This is an optimization exercise on Yosys and OpenROAD, whose aim is small area and a short achievable clock period, not a production implementation.
The RTL was checked by simulation tests, not by an equivalence proof against the original design.
No activity file was given, so power comes from the tool's default toggle rates.

== alpha ==
// Processor_Main_Module
module Processor_Main_Module(data_in,clk,reset,data_out,ins,A,B,current_address,ans_ex,mux_ans_dm,ans_wb,interrupt,
imem_data,dmem_rdata,dmem_en,dmem_we,dmem_wdata);
Size in the first run: roughly 1700 cells after synthesis, ~390 flip-flops, about 130 I/O pins.
clock: 12.5 ns
lec_check: 0
cap_margin: 20
core_margin: 2
core_utilization: 55
cts_cluster_diameter: 70
cts_cluster_size: 22
setup_slack_margin: 5
slew_margin: 20
synth_hierarchical: 1
standard.sh (not shown) runs the stock make flow with config.mk's settings and CLKGATE_MAP_FILE= SYNTH_SCRIPT=/design/flow/synth_recipe.tcl, a recipe that flattens the netlist after the stock synthesis.
==> flow/flow/run.sh <==
#!/bin/bash
# The standard layout (standard synthesis unchanged, same settings), except:
#  - the port buffers are plain buffers (buf_2), which the timing repair can resize,
#    instead of the delay cells buffer_ports picks by default; every port is still buffered;
#  - the timing repair aims at a setup margin of 5.3 ns instead of 5.
set -euo pipefail
bash standard.sh synth > synth.log 2>&1
bash standard.sh SETUP_SLACK_MARGIN=5.3 \
  "BUFFER_PORTS_ARGS=-buffer_cell sky130_fd_sc_hd__buf_2" \
  finish > layout.log 2>&1
Every stage of the flow completed for alpha, and the final layout passed the timing, DRC and antenna checks.
Input changes introduced in beta (baseline for comparison: alpha):
# alpha
export LEC_CHECK = 0
export CAP_MARGIN = 20
export CORE_MARGIN = 2
export CORE_UTILIZATION = 55
export CTS_CLUSTER_DIAMETER = 70
export CTS_CLUSTER_SIZE = 22
export SETUP_SLACK_MARGIN = 5
export SLEW_MARGIN = 20
export SYNTH_HIERARCHICAL = 1
create_clock -name core_clock -period 12.5 [get_ports {clk}]
# beta
export LEC_CHECK = 0
export CAP_MARGIN = 20
export CORE_MARGIN = 2
export CORE_UTILIZATION = 50
export CTS_CLUSTER_DIAMETER = 70
export CTS_CLUSTER_SIZE = 22
export SETUP_SLACK_MARGIN = 5
export SLEW_MARGIN = 20
export SYNTH_HIERARCHICAL = 1
create_clock -name core_clock -period 12.5 [get_ports {clk}]
==> flow/flow/run.sh <==
#!/bin/bash
# The standard layout (standard synthesis unchanged, same settings), except that the
# port buffers are plain buffers (buf_2), which the timing repair can resize, instead of
# the delay cells buffer_ports picks by default. Every port is still buffered.
set -euo pipefail
bash standard.sh synth > synth.log 2>&1
bash standard.sh "BUFFER_PORTS_ARGS=-buffer_cell sky130_fd_sc_hd__buf_2" finish > layout.log 2>&1
Looking at non-clock buffer total of the final layout, beta sits below alpha.
Looking at the reports, beta completed the entire flow and the layout it produced met the timing, DRC and antenna checks.
Between beta and alpha, it is beta whose layout overhead on the synthesized area is lower, by 2.1 points.
Taking alpha as the reference, in beta starting density of the core shrank by 4.9 points, count of buffering cells on the critical path with inverters included shrank by 2.
Compared with alpha, beta ends up with less cell area.
Going from alpha to beta, maximum number of pins on one net before global-route repair shows a reduction of 7, die extent in y shows an increase of about 5%.
The following lists how gamma was set up differently from beta:
# beta
export LEC_CHECK = 0
export CAP_MARGIN = 20
export CORE_MARGIN = 2
export CORE_UTILIZATION = 50
export CTS_CLUSTER_DIAMETER = 70
export CTS_CLUSTER_SIZE = 22
export SETUP_SLACK_MARGIN = 5
export SLEW_MARGIN = 20
export SYNTH_HIERARCHICAL = 1
create_clock -name core_clock -period 12.5 [get_ports {clk}]
# gamma
export LEC_CHECK = 0
export CAP_MARGIN = 20
export CORE_MARGIN = 2
export CORE_UTILIZATION = 50
export SETUP_SLACK_MARGIN = 5
export SLEW_MARGIN = 20
export SYNTH_HIERARCHICAL = 1
create_clock -name core_clock -period 12.5 [get_ports {clk}]
Findings:
Measured against each other, gamma and beta differ in reported net switching power, the higher figure coming from beta. Count of placed standard cells including taps: beta vs gamma identical. Looking only at worst path arrival time, and setting everything else aside, the lower value of gamma and beta goes to beta. Summary — sequential share of layout area, gamma relative to beta: lower, by 1.0 points. In gamma, setup slack is lower than in beta. Cmp gamma vs beta: total length of routed met3 wires higher in gamma. There was hardly any difference in worst hold slack between gamma and beta. Diff beta -> gamma: via count of the first global-routing pass +163, reg-to-reg setup timing slack now sits lower, via density per instance was more or less identical.
[inputs] delta vs gamma
# gamma
export LEC_CHECK = 0
export CAP_MARGIN = 20
export CORE_MARGIN = 2
export CORE_UTILIZATION = 50
export SETUP_SLACK_MARGIN = 5
export SLEW_MARGIN = 20
export SYNTH_HIERARCHICAL = 1
create_clock -name core_clock -period 12.5 [get_ports {clk}]
# delta
export LEC_CHECK = 0
export CAP_MARGIN = 10
export CORE_MARGIN = 2
export CORE_UTILIZATION = 55
export CTS_CLUSTER_DIAMETER = 80
export CTS_CLUSTER_SIZE = 26
export SETUP_SLACK_MARGIN = 5
export SLEW_MARGIN = 10
export SYNTH_HIERARCHICAL = 1
create_clock -name core_clock -period 12.5 [get_ports {clk}]
==> flow/flow/run.sh <==
#!/bin/bash
# The standard layout (standard synthesis unchanged, same settings), except:
#  - the port buffers are plain buffers (buf_1), which the timing repair can resize,
#    instead of the delay cells buffer_ports picks by default; every port is still buffered;
#  - the timing repair aims at a setup margin of 5.3 ns instead of 5.
set -euo pipefail
bash standard.sh synth > synth.log 2>&1
bash standard.sh SETUP_SLACK_MARGIN=5.3 \
  "BUFFER_PORTS_ARGS=-buffer_cell sky130_fd_sc_hd__buf_1" \
  finish > layout.log 2>&1
## What came out
Between gamma and delta, the cell count went down. On count of sequential standard cells, gamma tracks delta almost exactly. Going from gamma to delta, combinational power +11%, multi-input combinational cell area now larger, net switching power figure fell 6.1%, pin count of the biggest net entering global routing rose 18.
Inputs modified between delta and epsilon:
# delta
export LEC_CHECK = 0
export CAP_MARGIN = 10
export CORE_MARGIN = 2
export CORE_UTILIZATION = 55
export CTS_CLUSTER_DIAMETER = 80
export CTS_CLUSTER_SIZE = 26
export SETUP_SLACK_MARGIN = 5
export SLEW_MARGIN = 10
export SYNTH_HIERARCHICAL = 1
create_clock -name core_clock -period 12.5 [get_ports {clk}]
# epsilon
export LEC_CHECK = 0
export CAP_MARGIN = 20
export CORE_MARGIN = 2
export CORE_UTILIZATION = 55
export CTS_CLUSTER_DIAMETER = 90
export CTS_CLUSTER_SIZE = 30
export SETUP_SLACK_MARGIN = 5
export SLEW_MARGIN = 20
export SYNTH_HIERARCHICAL = 1
create_clock -name core_clock -period 12.5 [get_ports {clk}]
## What came out
- Relative to delta, non-clock buffer instance count of the final layout has gone down in epsilon.
- When epsilon is set beside delta, its total via count after detailed routing turns out to be 176 smaller.
- Total power consumption of the routed design went down by a few percent going from delta to epsilon.
- Per the comparison of epsilon with delta, number of global-route vias before repair went down by 0.57%, critical path depth in cells now larger, actual transition at the worst max-transition pin decreased by 0.033 ns relative to the old numbers, stage delay of the slowest cell on the critical path saw an increase.

## re-timing with driven ports
No port has a modelled driver above. Below, the same layouts with a new extraction and two added sets of constraints.
Step 1 assumes that a clkbuf_16 drives the clock port and a buf_2 every other input.
Step 2, shift: input delay + t, output delay - t, t = (earliest + latest rising clock arrival at the registers) / 2. This alone moves slack from input paths to output paths.
Three values: ideal, step 1, step 2; two values: the first two.
| run | t, ns | setup WS [ns] | worst setup path at the end | clock arrival spread, ns | cell pins on the clock port's net |
|---|---|---|---|---|---|
| alpha | 0.654 | 5.240 / 5.219 / 5.219 | input to output | 0.039 / 0.038 | 1 |
| beta | 0.668 | 5.132 / 5.096 / 5.096 | input to output | 0.053 / 0.053 | 1 |
| gamma | 0.630 | 5.106 / 5.070 / 5.070 | input to output | 0.041 / 0.042 | 1 |
| delta | 0.613 | 5.310 / 5.285 / 5.285 | input to output | 0.029 / 0.029 | 1 |
| epsilon | 0.596 | 5.315 / 5.292 / 5.292 | input to output | 0.044 / 0.044 | 1 |
After both steps setup and hold are still met in every run listed.
